This is an optimization exercise on Yosys and OpenROAD, whose aim is a short achievable clock period and few clock cycles, not a production implementation. Only simulation tests tie the RTL to the original design; equivalence was not proved.

===== design/flow/config.mk =====
export PLATFORM = sky130hd
export DESIGN_NAME = Integration
export DESIGN_NICKNAME = Integration
export VERILOG_FILES = /design/flow/design.v
export SDC_FILE = /design/flow/constraint.sdc
export NUM_CORES = 4
export LEC_CHECK = 0
export CAP_MARGIN = 20
export CORE_MARGIN = 2
export CORE_UTILIZATION = 40
export SLEW_MARGIN = 20

===== design/flow/constraint.sdc =====
create_clock -name core_clock -period 8.0 [get_ports {clk}]
set_input_delay 1.6000 -clock core_clock [delete_from_list [all_inputs] [get_ports {clk}]]
set_output_delay 1.6000 -clock core_clock [all_outputs]
set_load 0.01 [all_outputs]

===== design/flow/design.v =====
`timescale 1ns / 1ps
module Integration(input clk,
	 input rst,
	 output [31:0]mem_addr,
	 output [31:0]mem_wdata,
	 output mem_we,
	 input [31:0]mem_rdata
 );
	localparam OP_R = 6'b000000, OP_LW = 6'b100011, OP_SW = 6'b101011,
	           OP_BEQ = 6'b000100, OP_J = 6'b001000;
	reg [31:0] rf [0:9];
	reg [9:0] pc_f;      
	reg [9:0] a_lo;      
	reg d_valid;
	reg [31:0] d_ir;
	reg [9:0] d_pc;
	reg [9:0] d_pc1;     
	reg [31:0] d_ra, d_rb, d_pval;
	reg d_pw_a, d_pw_b;
	reg e_valid;
	reg [9:0] e_pc;
	reg e_rwe;           
	reg e_ldwe;          
	reg [4:0] e_wa;      
	reg e_mem, e_st, e_beq;
	reg [31:0] e_a, e_b, e_opb;
	reg [31:0] e_g, e_p, e_gc, e_pp;
	reg e_b_w;           
	reg e_opb_b;         
	reg e_sub, e_and;
	reg [9:0] e_tgt;
	reg e_tgt_nz;        
	reg m_active, m_st, m_ldwe;
	reg [3:0] m_wa;
	reg [31:0] m_addr, m_data;
	reg w_we;
	reg [3:0] w_wa;
	reg [31:0] w_res;
	wire stall = m_active;
	wire [31:0] kg [0:5];
	wire [31:0] kp [0:5];
	assign kg[0] = e_gc;     
	assign kp[0] = e_pp;
	genvar gl, gi;
	generate
		for (gl = 0; gl < 5; gl = gl + 1) begin : ks
			for (gi = 0; gi < 32; gi = gi + 1) begin : b
				if (gi >= (1 << gl)) begin : c
					assign kg[gl + 1][gi] = kg[gl][gi] | (kp[gl][gi] & kg[gl][gi - (1 << gl)]);
					assign kp[gl + 1][gi] = kp[gl][gi] & kp[gl][gi - (1 << gl)];
				end else begin : n
					assign kg[gl + 1][gi] = kg[gl][gi];
					assign kp[gl + 1][gi] = kp[gl][gi];
				end
			end
		end
	endgenerate
	wire [31:0] e_x = e_and ? e_g : (e_p & ~e_g);
	wire [31:0] sum = e_x ^ {kg[5][30:0], e_sub};
	wire [31:0] res = sum;
	reg br_pend;
	reg [9:0] br_tgt;
	wire e_exec = e_valid & ~stall & ~br_pend;
	wire e_taken = e_exec & e_beq & e_tgt_nz & ~|(e_p & ~e_g);    
	wire m_next = e_exec & e_mem;
	wire [4:0] d_rs = d_ir[25:21];
	wire [4:0] d_rt = d_ir[20:16];
	wire [4:0] d_rd = d_ir[15:11];
	wire [9:0] d_tgt = d_pc1 + d_ir[9:0];
	wire d_tgt_nz = |d_ir[9:0];
	wire [5:0] d_op = d_ir[31:26];
	wire d_isr = (d_op == OP_R);
	wire d_isld = (d_op == OP_LW);
	wire d_isst = (d_op == OP_SW);
	wire d_isbeq = (d_op == OP_BEQ);
	wire d_same = (d_rs == d_rt) | (d_rs >= 5'd10 & d_rt >= 5'd10);
	wire d_sub = d_isr & (d_ir[5:0] == 6'd1);
	wire d_and = d_isr & (d_ir[5:0] == 6'd2);
	wire d_rwe = d_isr & (d_rd < 5'd10);
	wire d_ldwe = d_isld & (d_rt < 5'd10);
	wire [31:0] rf_a = d_pw_a ? d_pval : d_ra;
	wire [31:0] rf_b = d_pw_b ? d_pval : d_rb;
	reg c_ea, c_eb;
	reg e_byp_a, e_byp_b, w_byp_a, w_byp_b;
	wire e_ldb_a = e_exec & e_ldwe & c_ea;
	wire e_ldb_b = e_exec & e_ldwe & c_eb;
	wire [4:0] d_wa = d_isr ? d_rd : d_rt;
	wire [31:0] aw = w_byp_a ? w_res : rf_a;
	wire [31:0] bw = w_byp_b ? w_res : rf_b;
	wire d_mem = d_isld | d_isst;
	wire [31:0] d_imm = {{16{d_ir[15]}}, d_ir[15:0]};
	wire f_isj = ~mem_rdata[31] & ~mem_rdata[30] & mem_rdata[29] &
	             ~mem_rdata[28] & ~mem_rdata[27] & ~mem_rdata[26];
	wire [4:0] f_rs = mem_rdata[25:21];
	wire [4:0] f_rt = mem_rdata[20:16];
	wire [9:0] pc_inc = pc_f + 10'd1;
	wire d_redirect = ~br_pend & d_valid & d_isbeq & d_same & d_tgt_nz;
	wire smc_hit = m_st & ((e_valid & (m_addr[9:0] == e_pc)) |
	                       (d_valid & (m_addr[9:0] == d_pc)));
	wire [9:0] smc_pc = e_valid ? e_pc : d_pc;
	wire [9:0] pc_other = br_pend ? br_tgt : pc_inc;
	wire j_en = ~stall & ~br_pend & ~d_redirect;
	wire [9:0] pc_keep = stall ? (smc_hit ? smc_pc : pc_f) : pc_other;
	wire [9:0] a_keep = stall ? (smc_hit ? smc_pc : pc_f) : (m_next ? sum[9:0] : pc_other);
	wire d_take = ~stall & ~br_pend & d_redirect;
	wire [9:0] pc_next = d_take ? d_tgt : ((f_isj & j_en) ? mem_rdata[9:0] : pc_keep);
	wire [9:0] a_next = (d_take & ~m_next) ? d_tgt :
	                    ((f_isj & j_en & ~m_next) ? mem_rdata[9:0] : a_keep);
	reg [31:0] f_ra, f_rb;
	integer k;
	always @(*) begin
		f_ra = 32'b0;
		f_rb = 32'b0;
		for (k = 0; k < 10; k = k + 1) begin
			f_ra = f_ra | (rf[k] & {32{f_rs == k}});
			f_rb = f_rb | (rf[k] & {32{f_rt == k}});
		end
	end
	reg ld_a, ld_b;      
	wire [31:0] ld_a_val = ld_a ? mem_rdata : e_a;
	wire [31:0] ld_b_val = ld_b ? mem_rdata : e_b;
	wire [31:0] ld_opb_val = (ld_b & e_opb_b) ? (mem_rdata ^ {32{e_sub}}) : e_opb;
	wire [31:0] carry = {kg[5][30:0], e_sub};
	wire [31:0] a_c0 = e_byp_a ? e_x : aw;
	wire [31:0] a_c1 = e_byp_a ? ~e_x : aw;
	wire [31:0] b_c0 = e_byp_b ? e_x : bw;
	wire [31:0] b_c1 = e_byp_b ? ~e_x : bw;
	wire [31:0] o_c0 = d_mem ? d_imm : (b_c0 ^ {32{d_sub}});
	wire [31:0] o_c1 = d_mem ? d_imm : (b_c1 ^ {32{d_sub}});
	wire [31:0] na_0 = stall ? ld_a_val : a_c0;
	wire [31:0] na_1 = stall ? ld_a_val : a_c1;
	wire [31:0] no_0 = stall ? ld_opb_val : o_c0;
	wire [31:0] no_1 = stall ? ld_opb_val : o_c1;
	wire nand_ = stall ? ~e_and : ~d_and;
	wire ncin = stall ? e_sub : d_sub;
	wire [31:0] ng_0 = na_0 & no_0;
	wire [31:0] ng_1 = na_1 & no_1;
	wire [31:0] np_0 = na_0 | no_0;
	wire [31:0] np_1 = na_1 | no_1;
	function [31:0] csel(input [31:0] c, input [31:0] v1, input [31:0] v0);
		csel = (c & v1) | (~c & v0);
	endfunction
	assign mem_addr = {m_addr[31:10], a_lo};
	assign mem_wdata = m_data;
	assign mem_we = we_q;
	always @(posedge clk) begin
		if (w_we)
			rf[w_wa[3:0]] <= w_res;
	end
	always @(posedge clk) begin
		e_a <= stall ? ld_a_val : aw;
		e_b <= stall ? ld_b_val : bw;
		e_opb <= stall ? ld_opb_val : (d_mem ? d_imm : (bw ^ {32{d_sub}}));
		e_b_w <= stall ? (e_b_w & ~ld_b) : e_byp_b;
		e_g <= csel(carry, ng_1, ng_0);
		e_p <= csel(carry, np_1, np_0);
		e_gc <= csel(carry, ng_1 | {31'b0, np_1[0] & ncin}, ng_0 | {31'b0, np_0[0] & ncin}) & {32{nand_}};
		e_pp <= csel(carry, np_1, np_0) & {32{nand_}};
	end
	always @(posedge clk) begin
		m_addr <= sum;
		m_data <= e_b_w ? w_res : e_b;
	end
	always @(posedge clk) begin
		if (stall) begin
			w_wa <= m_wa;
			w_byp_a <= m_ldwe & (d_rs == {1'b0, m_wa});
			w_byp_b <= m_ldwe & (d_rt == {1'b0, m_wa});
			w_res <= mem_rdata;
		end else begin
			w_wa <= e_wa[3:0];
			w_byp_a <= e_exec & e_rwe & (f_rs == e_wa);
			w_byp_b <= e_exec & e_rwe & (f_rt == e_wa);
			c_ea <= (f_rs == d_wa);
			c_eb <= (f_rt == d_wa);
			e_byp_a <= d_valid & d_rwe & (f_rs == d_wa);
			e_byp_b <= d_valid & d_rwe & (f_rt == d_wa);
			w_res <= res;
			m_wa <= e_wa[3:0];
			e_pc <= d_pc;
			e_rwe <= d_rwe;
			e_ldwe <= d_ldwe;
			e_wa <= d_wa;
			ld_a <= e_ldb_a;
			ld_b <= e_ldb_b;
			e_mem <= d_valid & (d_isld | d_isst);
			e_st <= d_isst;
			e_beq <= d_isbeq & ~d_same;
			e_opb_b <= ~(d_isld | d_isst);
			e_sub <= d_sub;
			e_and <= d_and;
			br_tgt <= e_tgt;
			e_tgt <= d_tgt;
			e_tgt_nz <= d_tgt_nz;
			d_ir <= mem_rdata;
			d_pc <= pc_f;
			d_pc1 <= pc_inc;
			d_ra <= f_ra;
			d_rb <= f_rb;
			d_pval <= w_res;
			d_pw_a <= w_we & (f_rs == {1'b0, w_wa});
			d_pw_b <= w_we & (f_rt == {1'b0, w_wa});
		end
	end
	always @(posedge clk or posedge rst) begin
		if (rst)
			pc_f <= 0;
		else if (~boot_bad)
			pc_f <= pc_next;
	end
	reg we_q;
	reg rst_seen;        
	reg up;              
	always @(posedge clk)
		rst_seen <= rst;
	always @(posedge clk or posedge rst) begin
		if (rst)
			up <= 0;
		else
			up <= 1;
	end
	wire boot_bad = ~up & ~rst_seen;
	always @(posedge clk) begin
		if (rst) begin
			a_lo <= 0;
			we_q <= 0;
		end else begin
			a_lo <= boot_bad ? pc_f : a_next;
			we_q <= e_exec & e_st;
		end
	end
	always @(posedge clk or posedge rst) begin
		if (rst) begin
			d_valid <= 0;
			e_valid <= 0;
			m_active <= 0;
			m_st <= 0;
			m_ldwe <= 0;
			w_we <= 0;
			br_pend <= 0;
		end else if (stall) begin
			m_active <= 0;
			m_st <= 0;
			m_ldwe <= 0;
			w_we <= m_ldwe;
			br_pend <= 0;
			if (smc_hit) begin
				e_valid <= 0;
				d_valid <= 0;
			end
		end else begin
			m_active <= m_next;
			m_st <= e_exec & e_st;
			m_ldwe <= e_exec & e_ldwe;
			w_we <= e_exec & e_rwe;
			br_pend <= e_taken;
			e_valid <= d_valid & ~br_pend;
			d_valid <= ~br_pend & ~d_redirect & ~boot_bad;
		end
	end
endmodule

===== design/flow/flow/run.sh =====
#!/bin/bash
# Layout flow: the standard layout (standard.sh), with these changes to
# how the layout is optimised:
#  - synthesis is the standard flow's (synth_recipe.tcl) with a faster ABC mapping script
#    (flow/synth.tcl, flow/abc_fast.script); registers are as in the standard
#    synthesis,
#  - the resizer may pick any cell, not only one of the same footprint,
#  - every input and output port gets a sky130_fd_sc_hd__buf_8 buffer
#    instead of the delay cell buffer_ports picks by default.
# make's full output goes to run_make.log; ORFS keeps each step's log under
# orfs/logs/.
set -euo pipefail
export BUFFER_PORTS_ARGS="-inputs -outputs -buffer_cell sky130_fd_sc_hd__buf_8"
export FAST_ABC_SCRIPT="$PWD/flow/abc_fast.script"
bash standard.sh SYNTH_SCRIPT="$PWD/flow/synth.tcl" SETUP_SLACK_MARGIN=7 MATCH_CELL_FOOTPRINT=0 finish > run_make.log 2>&1

===== design/flow/flow/abc_fast.script =====
&get -n
&st
&dch
&nf -p -F 1
&st
&syn2
&if -g -K 6
&synch2
&nf -p -F 1
&st
&syn2
&if -g -K 6
&synch2
&nf -p -F 1
&st
&syn2
&if -g -K 6
&synch2
&nf -p -F 1
&st
&syn2
&if -g -K 6
&synch2
&nf -p -F 1
&st
&syn2
&if -g -K 6
&synch2
&nf -p -F 1
&put
buffer -c
topo
stime -c
upsize -c

===== design/flow/flow/synth.tcl =====
# The standard flow's synthesis script (synth_recipe.tcl), with one change: ABC maps with
# flow/abc_fast.script, ORFS's abc_speed.script with a single area-flow round
# in each &nf and no final dnsize, so that paths ABC sees as short are not
# slowed down to the length of the longest one. Registers are not touched
# (ABC runs on the combinational logic only).
proc synth {args} { yosys synth -nofsm -noshare {*}$args }
proc abc {args} {
  set i [lsearch -exact $args -script]
  if {$i >= 0} { lset args [expr {$i + 1}] $::env(FAST_ABC_SCRIPT) }
  yosys abc {*}$args
}
source $::env(SCRIPTS_DIR)/synth.tcl
# left out here: clear keep_hierarchy, flatten, clean up, hide names made inside functions, write 1_2_yosys.v

===== design/flow/standard.sh =====
#!/bin/bash
# synth_recipe.tcl (not shown) runs the flow's synth.tcl, then flattens the netlist and writes it again
# the make line also repeats each setting of config.mk as NAME=value (left out here)
make -C /OpenROAD-flow-scripts/flow DESIGN_CONFIG=/design/flow/config.mk WORK_HOME=/design/flow/orfs CLKGATE_MAP_FILE= SYNTH_SCRIPT=/design/flow/synth_recipe.tcl "${@:-finish}"

==> run_results.csv, run 1 <==
group,metric,value,unit
outcome,status,"no timing/DRC/antenna violations",
die,coreArea,114000,sq um
critical_path,crit_path_max_fanout,7,
route,num_vias,43034,
route,drc,0,
sta,fin_crit,2.98,ns
hold_path,hold_start,"e_tgt[9]",
sta,fmax,0.336,GHz
synthesis,ys_warn_count,1,
critical_path,worstReg2RegEnd,"a_lo[4]",
synthesis,seq_area_frac_synth,0.502,
clock_tree,cts_made_buffers,99,
synthesis,ys_ff_latch,874,
sta,hold_viol,0,
route,vias_per_cell,6.69,
clock_tree,root_buffer,"clkbuf_16",
grt,antenna_found_initial,16,
clock_tree,clkTransAtPathRegs,0.07,ns
critical_path,arrival,3.32,ns
sta,finClkSkew,0.0720,ns
clock_tree,htreeDepth,3,
route,drt_iter0_drc,7377,
die,pin_count,99,
route,dr.pass1.iters,11,
grt,grt_max_degree,65,
grt,grt_usage,0.354,
sta,fin_setup_tns,0,ns
layout,nFillCells,8155,
placed_design,place_area,49000,sq um
layout,drive_above_1_share,0.535,
grt,grt-ovfl-total,0,
synthesis,synth_area,46100,sq um
layout,seqCellArea,23400,sq um
die,die_y,344,um
grt,grt_pass1_vias,39847,
synthesis,avgSynthCellArea,11.5,sq um
placed_design,portBuffers,98,
run,maxCapViolCount,0,
clock_tree,cts_buffer_depth,3,
synthesis,syn_inst,4010,
synthesis,postSynth.asyncResetShare,0.0206,
critical_path,endpoint_kind,"register",
hold_path,hold_end,"br_tgt[9]",
die,rows,124,
sta,drv_slew,0,
critical_path,r2r_start,"br_pend",
die,dieArea,118000,sq um
route,drt-wirelength-per-cell,35.5,um
layout,multi_input_area,26600,sq um
hold_path,worstHoldPathCells,0,
route,drt-total-wl,228000,um
sta,tightest_slew,0.749,ns
sta,setup_violations,0,
layout,final_common_cell,"edfxtp_1",
synthesis,syn-num-nets,4055,
grt,grt_pass1_wl,296000,um
synthesis,ys.flop_type,"edfxtp_1",
placed_design,place_congestion,0.931,
clock_tree,cts_hold_buf,0,
critical_path,crit_required,8.34,ns
layout,final_net_count,4877,
synthesis,synth.distinct_cells,107,
critical_path,r2r_slack,5.25,ns
sta,relSlewSlack,0.496,
hold_path,hold_class,"reg -> reg",
clock_tree,cts_tree,"yes",
die,initial_core_util,0.404,
clock_tree,insertion_delay,0.76,ns
sta,hold-worst-slack,0.419,ns
critical_path,reg2reg_depth,8,
placed_design,dp_hpwl,103000,um
critical_path,critical_path_class,"in -> reg",
synthesis,synth_edf_count,555,
route,ant_nets,0,
sta,period_share,0.373,
layout,final_cell_mix,"555 x edfxtp_1, 349 x buf_4, 215 x buf_6, 207 x nor2_1",
sta,rsz0062_at_grt,"yes",
die,fp.dieW,344,um
clock_tree,cts.sink_count,874,
layout,final_area,68900,sq um
critical_path,start_kind,"input pin",
layout,area_growth,49.4,%
[cell type report]
type / instances / area share
antenna: 5 / 0.000181
clock buffer: 124 / 0.0393
clock inverter: 58 / 0.00918
timing repair inverter: 9 / 0.00261
sequential: 874 / 0.339
tap: 1512 / 0.0274
multi-input combinational: 2827 / 0.386
inverter: 53 / 0.00428
timing repair buffer: 968 / 0.192
[metrics by stage]
step	std cells	util	worst slack [ns]
floorplan	4010	-	5.02
global placement	5419	0.429	3.76
detailed placement	5419	0.429	3.73
CTS	6190	0.564	5.20
global route	6426	0.603	5.09
finish	6430	0.603	5.02
[Yosys cell counts, drive strengths merged, types with 49 or more instances]
library cell | number | share of area
or2b | 75 | 0.014
a21o | 54 | 0.010
a221oi | 59 | 0.011
and2 | 104 | 0.017
xor2 | 49 | 0.0093
nor2 | 314 | 0.026
mux2i | 176 | 0.038
dfxtp | 301 | 0.13
nand3 | 159 | 0.017
o211ai | 96 | 0.016
clkbuf | 198 | 0.057
edfxtp | 555 | 0.36
a22oi | 68 | 0.011
buf | 53 | 0.012
nand2 | 248 | 0.021
nor3 | 79 | 0.0089
xnor2 | 133 | 0.025
mux2 | 125 | 0.031
o21ai | 243 | 0.026
a211oi | 62 | 0.010
inv | 51 | 0.0041
a21oi | 227 | 0.025
[cells by family after synthesis]
group | after synthesis | synth area share
simple gates | 1190 | 0.139
compound gates | 1130 | 0.172
flops | 874 | 0.502
buf+inv | 321 | 0.0807
mux | 301 | 0.0687
xor+xnor | 182 | 0.0345
fa+ha+maj | 11 | 0.00315
other cells | 1 | 0.0000813
[how the worst max path moves through the flow]
stage | startpoint | to | slack [ns] | cells after the start
after global routing | mem_rdata[21] | d_ra[9] | 5.09 | 10
after detailed placement | mem_rdata[21] | d_ra[28] | 3.73 | 9
final | mem_rdata[21] | d_ra[9] | 5.02 | 10
after floorplan | mem_rdata[17] | d_rb[21] | 5.02 | 7
after CTS | m_data[31] | mem_wdata[31] | 5.20 | 1
after global placement | mem_rdata[21] | d_ra[28] | 3.76 | 9
[state kept, by name, summed over array words and instances (netlist names), 4 cells and up]
signal,cells
e_a,32
m_wa,4
e_pp,30
rf,320
m_addr,32
e_gc,31
e_wa,5
w_res,32
d_ra,32
d_rb,32
e_opb,32
d_pc1,10
a_lo,10
e_tgt,10
e_g,32
e_pc,10
br_tgt,10
d_ir,32
m_data,32
pc_f,10
d_pval,32
e_p,32
e_b,32
d_pc,10
[repair_timing]
action / in CTS / in global routing
gates cloned: 126 / 14
hold endpoints to repair: 0 / 0
setup endpoints to repair: 1334 / 1174
buffers inserted: 463 / 221
resized for setup: 1222 / 454
pin swaps: 338 / 272
[critical path, cell delays in order]
cell	delay, ns
buf_16	0.11
clkinvlp_4	0.15
nand2_4	0.12
nor2_4	0.05
buf_12	0.15
buf_4	0.20
nand2_1	0.09
o21ai_0	0.10
a221oi_1	0.30
nand3_1	0.42
[metal layers]
layer | routed length, um | up-vias | global-route usage
met2 | 94200 | 4012 | 0.519
li1 | - | 16894 | -
met1 | 75300 | 20664 | 0.429
met5 | 280 | - | 0.000401
met4 | 24200 | 16 | 0.271
met3 | 34400 | 1448 | 0.120
Testbench counts, summed over its fixed seeds: cycles 10,250.
==> run 2: changes to the inputs <==
--- a/design/flow/design.v
+++ b/design/flow/design.v
@@ -103,9 +103,23 @@
 	wire [9:0] pc_keep = stall ? (smc_hit ? smc_pc : pc_f) : pc_other;
 	wire [9:0] a_keep = stall ? (smc_hit ? smc_pc : pc_f) : (m_next ? sum[9:0] : pc_other);
 	wire d_take = ~stall & ~br_pend & d_redirect;
-	wire [9:0] pc_next = d_take ? d_tgt : ((f_isj & j_en) ? mem_rdata[9:0] : pc_keep);
-	wire [9:0] a_next = (d_take & ~m_next) ? d_tgt :
-	                    ((f_isj & j_en & ~m_next) ? mem_rdata[9:0] : a_keep);
+	reg we_q;
+	reg rst_seen;        
+	reg up;              
+	always @(posedge clk)
+		rst_seen <= rst;
+	always @(posedge clk or posedge rst) begin
+		if (rst)
+			up <= 0;
+		else
+			up <= 1;
+	end
+	wire boot_bad = ~up & ~rst_seen;
+	wire j_take = f_isj & j_en & ~boot_bad;
+	wire [9:0] pc_next = j_take ? mem_rdata[9:0] :
+	                     (boot_bad ? pc_f : (d_take ? d_tgt : pc_keep));
+	wire [9:0] a_next = (j_take & ~m_next & ~rst) ? mem_rdata[9:0] :
+	                    ((boot_bad | rst) ? pc_f : ((d_take & ~m_next) ? d_tgt : a_keep));
 	reg [31:0] f_ra, f_rb;
 	integer k;
 	always @(*) begin
@@ -205,29 +219,12 @@
 	always @(posedge clk or posedge rst) begin
 		if (rst)
 			pc_f <= 0;
-		else if (~boot_bad)
+		else
 			pc_f <= pc_next;
 	end
-	reg we_q;
-	reg rst_seen;        
-	reg up;              
-	always @(posedge clk)
-		rst_seen <= rst;
-	always @(posedge clk or posedge rst) begin
-		if (rst)
-			up <= 0;
-		else
-			up <= 1;
-	end
-	wire boot_bad = ~up & ~rst_seen;
-	always @(posedge clk) begin
-		if (rst) begin
-			a_lo <= 0;
-			we_q <= 0;
-		end else begin
-			a_lo <= boot_bad ? pc_f : a_next;
-			we_q <= e_exec & e_st;
-		end
+	always @(posedge clk) begin
+		a_lo <= a_next;
+		we_q <= ~rst & e_exec & e_st;
 	end
 	always @(posedge clk or posedge rst) begin
 		if (rst) begin
--- a/design/flow/flow/run.sh
+++ b/design/flow/flow/run.sh
@@ -12,4 +12,4 @@
 set -euo pipefail
 export BUFFER_PORTS_ARGS="-inputs -outputs -buffer_cell sky130_fd_sc_hd__buf_8"
 export FAST_ABC_SCRIPT="$PWD/flow/abc_fast.script"
-bash standard.sh SYNTH_SCRIPT="$PWD/flow/synth.tcl" SETUP_SLACK_MARGIN=7 MATCH_CELL_FOOTPRINT=0 finish > run_make.log 2>&1
+bash standard.sh SYNTH_SCRIPT="$PWD/flow/synth.tcl" SETUP_SLACK_MARGIN=6 MATCH_CELL_FOOTPRINT=0 finish > run_make.log 2>&1
==> run 2 against run 1 <==
  * Via count fell by 12%
  * Wire length fell by 19%
  * Design area down 9.7%
  * Global-route usage is 5.5 points lower
  * Setup slack better by 0.23 ns
  * First-iteration DRC count down 26%
  * Fmax increased by 8.3%
  * Clock-buffer cell count up 4
  * Clock skew shrank 0.031 ns
==> run_results.csv, run 2 <==
group,metric,value,unit
clock_tree,root_buffer,"clkbuf_16",
die,dieArea,117000,sq um
critical_path,start_kind,"register",
synthesis,syn-num-nets,3987,
grt,antenna_found_initial,12,
synthesis,synth_edf_count,555,
synthesis,synth_top_area_cell,"edfxtp_1",
synthesis,ys_warn_count,1,
clock_tree,cts_tree,"yes",
grt,grt_pass1_wl,254000,um
route,drt-wirelength-per-cell,30.7,um
die,initial_core_util,0.404,
placed_design,portBuffers,98,
clock_tree,insertion_delay,0.71,ns
synthesis,syn_inst,3942,
route,drt_iter0_drc,5464,
sta,fin_setup_tns,0,ns
synthesis,ys_ff_latch,874,
synthesis,avgSynthCellArea,11.6,sq um
sta,setup_violations,0,
sta,rsz0062_at_grt,"yes",
route,dr.pass1.iters,6,
critical_path,crit_path_top_delay_cell,"dfxtp_2",
clock_tree,cts_made_buffers,98,
clock_tree,htreeDepth,3,
layout,drive_above_1_share,0.491,
synthesis,synth.distinct_cells,112,
die,pin_count,99,
layout,largest_reg_flops,320,
grt,grt-ovfl-total,0,
die,coreArea,113000,sq um
clock_tree,cts_buffer_depth,3,
grt,grt_pass1_vias,35715,
critical_path,crit_buf_inv,1,
die,fp.dieW,342,um
critical_path,arrival,1.15,ns
sta,drv_slew,0,
critical_path,r2r_start,"d_ir[28]",
critical_path,cp-startpoint,"m_data[10]",
sta,period_share,0.344,
layout,seqCellArea,23300,sq um
critical_path,endpoint_kind,"primary output",
route,vias_per_cell,6.30,
sta,finClkSkew,0.0413,ns
sta,hold_viol,0,
clock_tree,cts.sink_count,874,
synthesis,ys.flop_type,"edfxtp_1",
sta,fin_crit,2.75,ns
run,maxCapViolCount,0,
placed_design,dp_hpwl,99400,um
sta,fmax,0.364,GHz
critical_path,crit_required,6.40,ns
layout,nFillCells,9119,
synthesis,postSynth.asyncResetShare,0.0206,
sta,relSlewSlack,0.426,
critical_path,path_delay_family,"flip-flops",
outcome,status,"no timing/DRC/antenna violations",
grt,grt_max_degree,70,
synthesis,yosys-top-cells-area,"edfxtp_1 36%, dfxtp_1 13%, clkbuf_8 5.1%",
die,rows,123,
placed_design,place_congestion,0.901,
synthesis,seq_area_frac_synth,0.507,
hold_path,hold_start,"e_tgt[1]",
route,drc,0,
layout,final_cell_mix,"555 x edfxtp_1, 292 x nand2_1, 225 x buf_4, 204 x dfxtp_1, 185 x nor2_1",
hold_path,hold_class,"reg -> reg",
critical_path,crit_chain,"buf_8",
synthesis,synth_area,45700,sq um
layout,area_growth,36.3,%
synthesis,synth.most_common_cell,"edfxtp_1",
sta,tightest_slew,0.860,ns
critical_path,slowest_delay,0.32,ns
layout,final_net_count,4459,
grt,grt_usage,0.299,
route,num_vias,37804,
clock_tree,cts_hold_buf,0,
route,ant_nets,0,
synthesis,synth.top_cell.area_share,0.365,
layout,multi_input_area,25000,sq um
critical_path,crit_path_max_fanout,1,
critical_path,critical_path_class,"reg -> out",
die,die_y,342,um
route,drt-total-wl,184000,um
layout,final_common_cell,"edfxtp_1",
synthesis,synth.cells.most_frequent,"555 x edfxtp_1, 370 x nand2_1, 301 x dfxtp_1, 235 x nor2_1, 215 x o21ai_0",
clock_tree,clkTransAtPathRegs,0.06,ns
## run 2: cell types whose count changed after synthesis, moves of 16 or more
cell | before | now
nand3_1 | 159 | 115
a222oi_1 | 45 | 29
mux2_2 | 125 | 174
a21oi_1 | 225 | 198
a211oi_1 | 61 | 35
a22o_2 | 15 | 48
clkbuf_8 | 187 | 168
o21ai_0 | 239 | 215
mux2i_1 | 176 | 152
nand2_1 | 247 | 370
nand4_1 | 13 | 57
nor2_1 | 311 | 235
## run 2: path summary, 6_finish.rpt
path                            endpoint  slack (ns)  cells after the start
min                            br_tgt[1]        0.40                      0
max in group asynchronous        pc_f[0]        6.69                      2
min in group asynchronous       m_active        0.89                      2
max reg2reg                     e_gc[16]        5.27                     11
max                        mem_wdata[10]        5.25                      1
min reg2reg                    br_tgt[1]        0.40                      0
## run 2: metal layers
layer / track usage / vias up / share of wire
li1: - / 15816 / -
met1: 0.392 / 18705 / 0.38
met2: 0.455 / 2620 / 0.44
met3: 0.0654 / 659 / 0.11
met4: 0.177 / 4 / 0.071
met5: 0 / - / 0.00013
## run 2: stage by stage
step / setup slack (ns) / std cells / instance area [sq um] / hold slack, ns / utilization
floorplan: 5.01 / 3942 / 47300 / 0.400 / -
CTS: 5.20 / 5893 / 59200 / 0.398 / 0.524
detailed placement: 3.96 / 5346 / 47700 / 0.405 / 0.422
global route: 5.18 / 6000 / 62200 / 0.411 / 0.551
finish: 5.25 / 6004 / 62300 / 0.405 / 0.551
global placement: 3.99 / 5346 / 47700 / 0.402 / 0.422
## run 2: cell families after synthesis
group                    synth area share
other                           0.0000821
buffers and inverters              0.0780
AND/OR/NAND/NOR                     0.142
adder cells (fa/ha/maj)           0.00318
AO/OA/AOI/OAI                       0.159
multiplexers                       0.0762
flip-flops                          0.507
XOR/XNOR                           0.0357
## run 2: repair_timing
| action | CTS | global route |
|---|---|---|
| cloned | 63 | 5 |
| resized for setup | 951 | 395 |
| endpoints found under the setup margin | 907 | 601 |
| pin swaps | 335 | 308 |
| setup buffers | 298 | 102 |
## run 2: final cells by class
class | count | share of cell area
diodes | 4 | 0.000161
well taps | 1500 | 0.0301
multi-input cells | 2769 | 0.402
clock inverters | 58 | 0.0115
inverters | 45 | 0.00410
repair buffers | 624 | 0.134
clock buffers | 128 | 0.0433
repair inverters | 2 | 0.000261
flip-flops and latches | 874 | 0.374
Testbench counts of run 2, summed over its fixed seeds: cycles 10,250.
==> run 3: changes to the inputs <==
--- a/design/flow/design.v
+++ b/design/flow/design.v
@@ -15,8 +15,7 @@
 	reg [31:0] d_ir;
 	reg [9:0] d_pc;
 	reg [9:0] d_pc1;     
-	reg [31:0] d_ra, d_rb, d_pval;
-	reg d_pw_a, d_pw_b;
+	reg [9:0] d_rs_oh, d_rt_oh;    
 	reg e_valid;
 	reg [9:0] e_pc;
 	reg e_rwe;           
@@ -68,18 +67,17 @@
 	wire [4:0] d_rd = d_ir[15:11];
 	wire [9:0] d_tgt = d_pc1 + d_ir[9:0];
 	wire d_tgt_nz = |d_ir[9:0];
-	wire [5:0] d_op = d_ir[31:26];
-	wire d_isr = (d_op == OP_R);
-	wire d_isld = (d_op == OP_LW);
-	wire d_isst = (d_op == OP_SW);
-	wire d_isbeq = (d_op == OP_BEQ);
-	wire d_same = (d_rs == d_rt) | (d_rs >= 5'd10 & d_rt >= 5'd10);
-	wire d_sub = d_isr & (d_ir[5:0] == 6'd1);
-	wire d_and = d_isr & (d_ir[5:0] == 6'd2);
-	wire d_rwe = d_isr & (d_rd < 5'd10);
-	wire d_ldwe = d_isld & (d_rt < 5'd10);
-	wire [31:0] rf_a = d_pw_a ? d_pval : d_ra;
-	wire [31:0] rf_b = d_pw_b ? d_pval : d_rb;
+	reg d_isr, d_isld, d_isst, d_isbeq, d_same, d_sub, d_and, d_rwe, d_ldwe;
+	reg [31:0] rf_a, rf_b;
+	integer k;
+	always @(*) begin
+		rf_a = 32'b0;
+		rf_b = 32'b0;
+		for (k = 0; k < 10; k = k + 1) begin
+			rf_a = rf_a | (rf[k] & {32{d_rs_oh[k]}});
+			rf_b = rf_b | (rf[k] & {32{d_rt_oh[k]}});
+		end
+	end
 	reg c_ea, c_eb;
 	reg e_byp_a, e_byp_b, w_byp_a, w_byp_b;
 	wire e_ldb_a = e_exec & e_ldwe & c_ea;
@@ -93,41 +91,27 @@
 	             ~mem_rdata[28] & ~mem_rdata[27] & ~mem_rdata[26];
 	wire [4:0] f_rs = mem_rdata[25:21];
 	wire [4:0] f_rt = mem_rdata[20:16];
+	wire f_isbeq = ~mem_rdata[31] & ~mem_rdata[30] & ~mem_rdata[29] &
+	               mem_rdata[28] & ~mem_rdata[27] & ~mem_rdata[26];
+	wire f_same = (f_rs == f_rt) | (f_rs >= 5'd10 & f_rt >= 5'd10);
 	wire [9:0] pc_inc = pc_f + 10'd1;
+	wire f_isr = (mem_rdata[31:26] == OP_R);
+	wire f_isld = (mem_rdata[31:26] == OP_LW);
 	wire d_redirect = ~br_pend & d_valid & d_isbeq & d_same & d_tgt_nz;
 	wire smc_hit = m_st & ((e_valid & (m_addr[9:0] == e_pc)) |
 	                       (d_valid & (m_addr[9:0] == d_pc)));
 	wire [9:0] smc_pc = e_valid ? e_pc : d_pc;
-	wire [9:0] pc_other = br_pend ? br_tgt : pc_inc;
+	wire [9:0] pc_other = br_pend ? br_tgt : (d_redirect ? d_tgt : pc_inc);
 	wire j_en = ~stall & ~br_pend & ~d_redirect;
 	wire [9:0] pc_keep = stall ? (smc_hit ? smc_pc : pc_f) : pc_other;
 	wire [9:0] a_keep = stall ? (smc_hit ? smc_pc : pc_f) : (m_next ? sum[9:0] : pc_other);
-	wire d_take = ~stall & ~br_pend & d_redirect;
-	reg we_q;
-	reg rst_seen;        
-	reg up;              
-	always @(posedge clk)
-		rst_seen <= rst;
-	always @(posedge clk or posedge rst) begin
-		if (rst)
-			up <= 0;
-		else
-			up <= 1;
-	end
-	wire boot_bad = ~up & ~rst_seen;
-	wire j_take = f_isj & j_en & ~boot_bad;
-	wire [9:0] pc_next = j_take ? mem_rdata[9:0] :
-	                     (boot_bad ? pc_f : (d_take ? d_tgt : pc_keep));
-	wire [9:0] a_next = (j_take & ~m_next & ~rst) ? mem_rdata[9:0] :
-	                    ((boot_bad | rst) ? pc_f : ((d_take & ~m_next) ? d_tgt : a_keep));
-	reg [31:0] f_ra, f_rb;
-	integer k;
+	wire [9:0] pc_next = (f_isj & j_en) ? mem_rdata[9:0] : pc_keep;
+	wire [9:0] a_next = (f_isj & j_en & ~m_next) ? mem_rdata[9:0] : a_keep;
+	reg [9:0] f_rs_oh, f_rt_oh;
 	always @(*) begin
-		f_ra = 32'b0;
-		f_rb = 32'b0;
 		for (k = 0; k < 10; k = k + 1) begin
-			f_ra = f_ra | (rf[k] & {32{f_rs == k}});
-			f_rb = f_rb | (rf[k] & {32{f_rt == k}});
+			f_rs_oh[k] = (mem_rdata[25:21] == k);
+			f_rt_oh[k] = (mem_rdata[20:16] == k);
 		end
 	end
 	reg ld_a, ld_b;      
@@ -156,7 +140,7 @@
 	endfunction
 	assign mem_addr = {m_addr[31:10], a_lo};
 	assign mem_wdata = m_data;
-	assign mem_we = we_q;
+	assign mem_we = m_st;
 	always @(posedge clk) begin
 		if (w_we)
 			rf[w_wa[3:0]] <= w_res;
@@ -207,24 +191,29 @@
 			e_tgt <= d_tgt;
 			e_tgt_nz <= d_tgt_nz;
 			d_ir <= mem_rdata;
+			d_isr <= f_isr;
+			d_isld <= f_isld;
+			d_isst <= (mem_rdata[31:26] == OP_SW);
+			d_isbeq <= f_isbeq;
+			d_same <= f_same;
+			d_sub <= f_isr & (mem_rdata[5:0] == 6'd1);
+			d_and <= f_isr & (mem_rdata[5:0] == 6'd2);
+			d_rwe <= f_isr & (mem_rdata[15:11] < 5'd10);
+			d_ldwe <= f_isld & (f_rt < 5'd10);
 			d_pc <= pc_f;
 			d_pc1 <= pc_inc;
-			d_ra <= f_ra;
-			d_rb <= f_rb;
-			d_pval <= w_res;
-			d_pw_a <= w_we & (f_rs == {1'b0, w_wa});
-			d_pw_b <= w_we & (f_rt == {1'b0, w_wa});
+			d_rs_oh <= f_rs_oh;
+			d_rt_oh <= f_rt_oh;
 		end
 	end
 	always @(posedge clk or posedge rst) begin
-		if (rst)
+		if (rst) begin
 			pc_f <= 0;
-		else
+			a_lo <= 0;
+		end else begin
 			pc_f <= pc_next;
-	end
-	always @(posedge clk) begin
-		a_lo <= a_next;
-		we_q <= ~rst & e_exec & e_st;
+			a_lo <= a_next;
+		end
 	end
 	always @(posedge clk or posedge rst) begin
 		if (rst) begin
@@ -252,7 +241,7 @@
 			w_we <= e_exec & e_rwe;
 			br_pend <= e_taken;
 			e_valid <= d_valid & ~br_pend;
-			d_valid <= ~br_pend & ~d_redirect & ~boot_bad;
+			d_valid <= ~br_pend & ~d_redirect;
 		end
 	end
 endmodule
==> run 3 against run 2 <==
  * Sequential share of layout area rose by 1.4 points
  * Clock-buffer cell count decreased by 5
  * Still clean on timing, DRC and antenna
==> run_results.csv, run 3 <==
group,metric,value,unit
critical_path,crit_buf_inv,1,
sta,rsz0062_at_grt,"yes",
layout,nFillCells,8440,
layout,final_net_count,3990,
synthesis,synth.cells.most_frequent,"480 x edfxtp_1, 408 x nand2_1, 289 x dfxtp_1, 267 x a22oi_1, 217 x nor2_1",
route,vias_per_cell,6.37,
sta,hold_viol,0,
route,num_vias,34329,
critical_path,crit_chain,"buf_8",
sta,drv_slew,0,
clock_tree,insertion_delay,0.70,ns
placed_design,portBuffers,98,
synthesis,synth.most_common_cell,"edfxtp_1",
synthesis,synth_edf_count,480,
critical_path,path_delay_family,"flip-flops",
clock_tree,cts_buffer_depth,3,
placed_design,place_area,42000,sq um
critical_path,critical_path_class,"reg -> out",
clock_tree,root_buffer,"clkbuf_16",
synthesis,synth_top_area_cell,"edfxtp_1",
critical_path,crit_path_top_delay_cell,"dfrtp_1",
critical_path,crit_path_max_fanout,1,
die,dieArea,104000,sq um
critical_path,crit_required,6.40,ns
clock_tree,cts.sink_count,796,
placed_design,dpl.cell_count,4857,
grt,grt_pass1_wl,224000,um
sta,relSlewSlack,0.376,
sta,fin_crit,2.87,ns
clock_tree,cts_tree,"yes",
layout,drive_above_1_share,0.453,
synthesis,ys_warn_count,1,
sta,finClkSkew,0.0373,ns
clock_tree,cts_made_buffers,86,
route,dr.pass1.iters,7,
synthesis,syn_inst,3577,
critical_path,endpoint_kind,"primary output",
grt,grt-ovfl-total,0,
sta,period_share,0.359,
synthesis,synth_area,40700,sq um
synthesis,avgSynthCellArea,11.4,sq um
die,pin_count,99,
layout,final_cell_mix,"480 x edfxtp_1, 334 x nand2_1, 203 x buf_4, 202 x dfxtp_1, 181 x a22oi_1",
critical_path,start_kind,"register",
placed_design,dp_hpwl,89100,um
layout,final_cells,5386,
layout,final_area,54200,sq um
die,initial_core_util,0.402,
synthesis,syn-num-nets,3622,
synthesis,yosys-top-cells-area,"edfxtp_1 35%, dfxtp_1 14%, clkbuf_8 6.0%",
sta,hold-worst-slack,0.423,ns
layout,final_common_cell,"edfxtp_1",
sta,fmax,0.348,GHz
sta,setup_violations,0,
critical_path,slowest_delay,0.43,ns
placed_design,place_congestion,0.890,
grt,grt_max_degree,91,
sta,fin_setup_tns,0,ns
layout,area_growth,33.2,%
route,drt_iter0_drc,4934,
route,drt-wirelength-per-cell,30.0,um
die,coreArea,101000,sq um
die,die_y,323,um
grt,antenna_found_initial,4,
synthesis,synth.distinct_cells,110,
sta,tightest_slew,0.935,ns
die,rows,117,
synthesis,seq_area_frac_synth,0.513,
run,maxCapViolCount,0,
grt,grt_pass1_vias,32597,
route,drc,0,
hold_path,hold_class,"reg -> reg",
layout,largest_reg_flops,320,
outcome,status,"no timing/DRC/antenna violations",
grt,grt_usage,0.296,
clock_tree,htreeDepth,3,
die,fp.dieW,323,um
clock_tree,cts_hold_buf,0,
synthesis,ys.flop_type,"edfxtp_1",
synthesis,ys_ff_latch,796,
critical_path,arrival,1.27,ns
route,drt-total-wl,162000,um
route,ant_nets,0,
synthesis,postSynth.asyncResetShare,0.0339,
clock_tree,clkTransAtPathRegs,0.07,ns
synthesis,synth.top_cell.area_share,0.354,
## run 3: changes by cell type after synthesis, sizes merged, moves of 36 or more
cell | before | now
edfxtp | 555 | 480
a21oi | 201 | 161
o21ai | 220 | 184
mux2 | 174 | 72
mux2i | 152 | 65
nand2 | 373 | 410
and2 | 90 | 32
a22o | 48 | 5
a22oi | 57 | 268
a221oi | 52 | 2
## run 3: cell families (layout without fill, tap and decap cells)
family / count (synthesis) / after routing / share of synthesized area
and+or+nand+nor: 1102 / 1103 / 0.140
AOI/OAI and AO/OA: 1084 / 1084 / 0.191
DFF: 796 / 796 / 0.513
buffers and inverters: 285 / 723 / 0.0816
xor gates and xnor gates: 162 / 162 / 0.0349
muxes: 137 / 137 / 0.0364
adders and majority gates: 11 / 11 / 0.00357
other: 0 / 2 / 0
## run 3: area by class of cell
class	instances	area (sq um)	share of cell area
clock inverters	36	434	0.00801
well taps	1368	1710	0.0316
inverters	44	223	0.00411
diodes	2	5.00	0.0000923
clock buffers	123	2480	0.0457
repair inverters	2	18.8	0.000346
repair buffers	518	6340	0.117
flip-flops and latches	796	21000	0.388
multi-input cells	2497	22000	0.405
## run 3: through the flow
stage	setup WS, ns	util
6_report	5.13	0.535
5_1_grt	5.11	0.535
4_1_cts	5.12	0.508
3_3_place_gp	4.63	0.415
3_5_place_dp	4.62	0.415
2_1_floorplan	4.92	-
## run 3: metal layers
layer	up-vias	GRT usage	wire length (um)	share of wire
met4	2	0.187	12800	0.079
met5	-	0	10	0.000062
met3	615	0.0676	18800	0.12
li1	14307	-	-	-
met1	16923	0.386	60600	0.38
met2	2482	0.442	69500	0.43
## run 3: final timing paths
path / endpoint / slack [ns] / cells past startpoint / from
setup / recovery: mem_addr[9] / 5.13 / 1 / a_lo[9]
hold / removal: br_tgt[9] / 0.42 / 0 / e_tgt[9]
setup reg to reg: e_gc[23] / 5.35 / 14 / d_rs_oh[0]
hold reg to reg: br_tgt[9] / 0.42 / 0 / e_tgt[9]
max in group asynchronous: br_pend / 6.51 / 2 / rst
min in group asynchronous: pc_f[1] / 1.01 / 2 / rst
## run 3: repair_timing
| item | CTS | global route |
|---|---|---|
| setup endpoints to repair | 768 | 472 |
| resized for setup | 885 | 404 |
| setup buffers | 228 | 109 |
| pin swaps | 333 | 301 |
| gates cloned | 28 | 3 |
Testbench counts of run 3, summed over its fixed seeds: cycles 10,250.

afterwards: timing with drivers on the ports:
In the flow no input, the clock included, has a driving cell. The finished layouts below were timed again as built, in two steps. Step 1: set_driving_cell puts a clkbuf_16 on clk and a buf_2 on each other input, an assumption about the parent block. Step 2, shift: input delay + t, output delay - t, t = (earliest + latest rising clock arrival at the registers) / 2. This alone moves slack from input paths to output paths. Slacks: ideal / step 1 / step 2; pairs: ideal / step 1.
run	t (ns)	slack for setup (ns)	clock arrival spread, ns	worst data-port slew with drivers (ns)	pins driven straight from the clock port
run 1	0.801	5.020 / 4.686 / 3.884	0.075 / 0.075	0.47	1
run 2	0.768	5.249 / 5.175 / 4.555	0.042 / 0.042	0.34	1
run 3	0.746	5.129 / 5.061 / 4.663	0.040 / 0.040	0.19	1
After both steps every run listed still meets setup and hold. The setup slack of run 1, which loses most, moves by -0.334 ns with the drivers and by -1.136 ns with both steps.
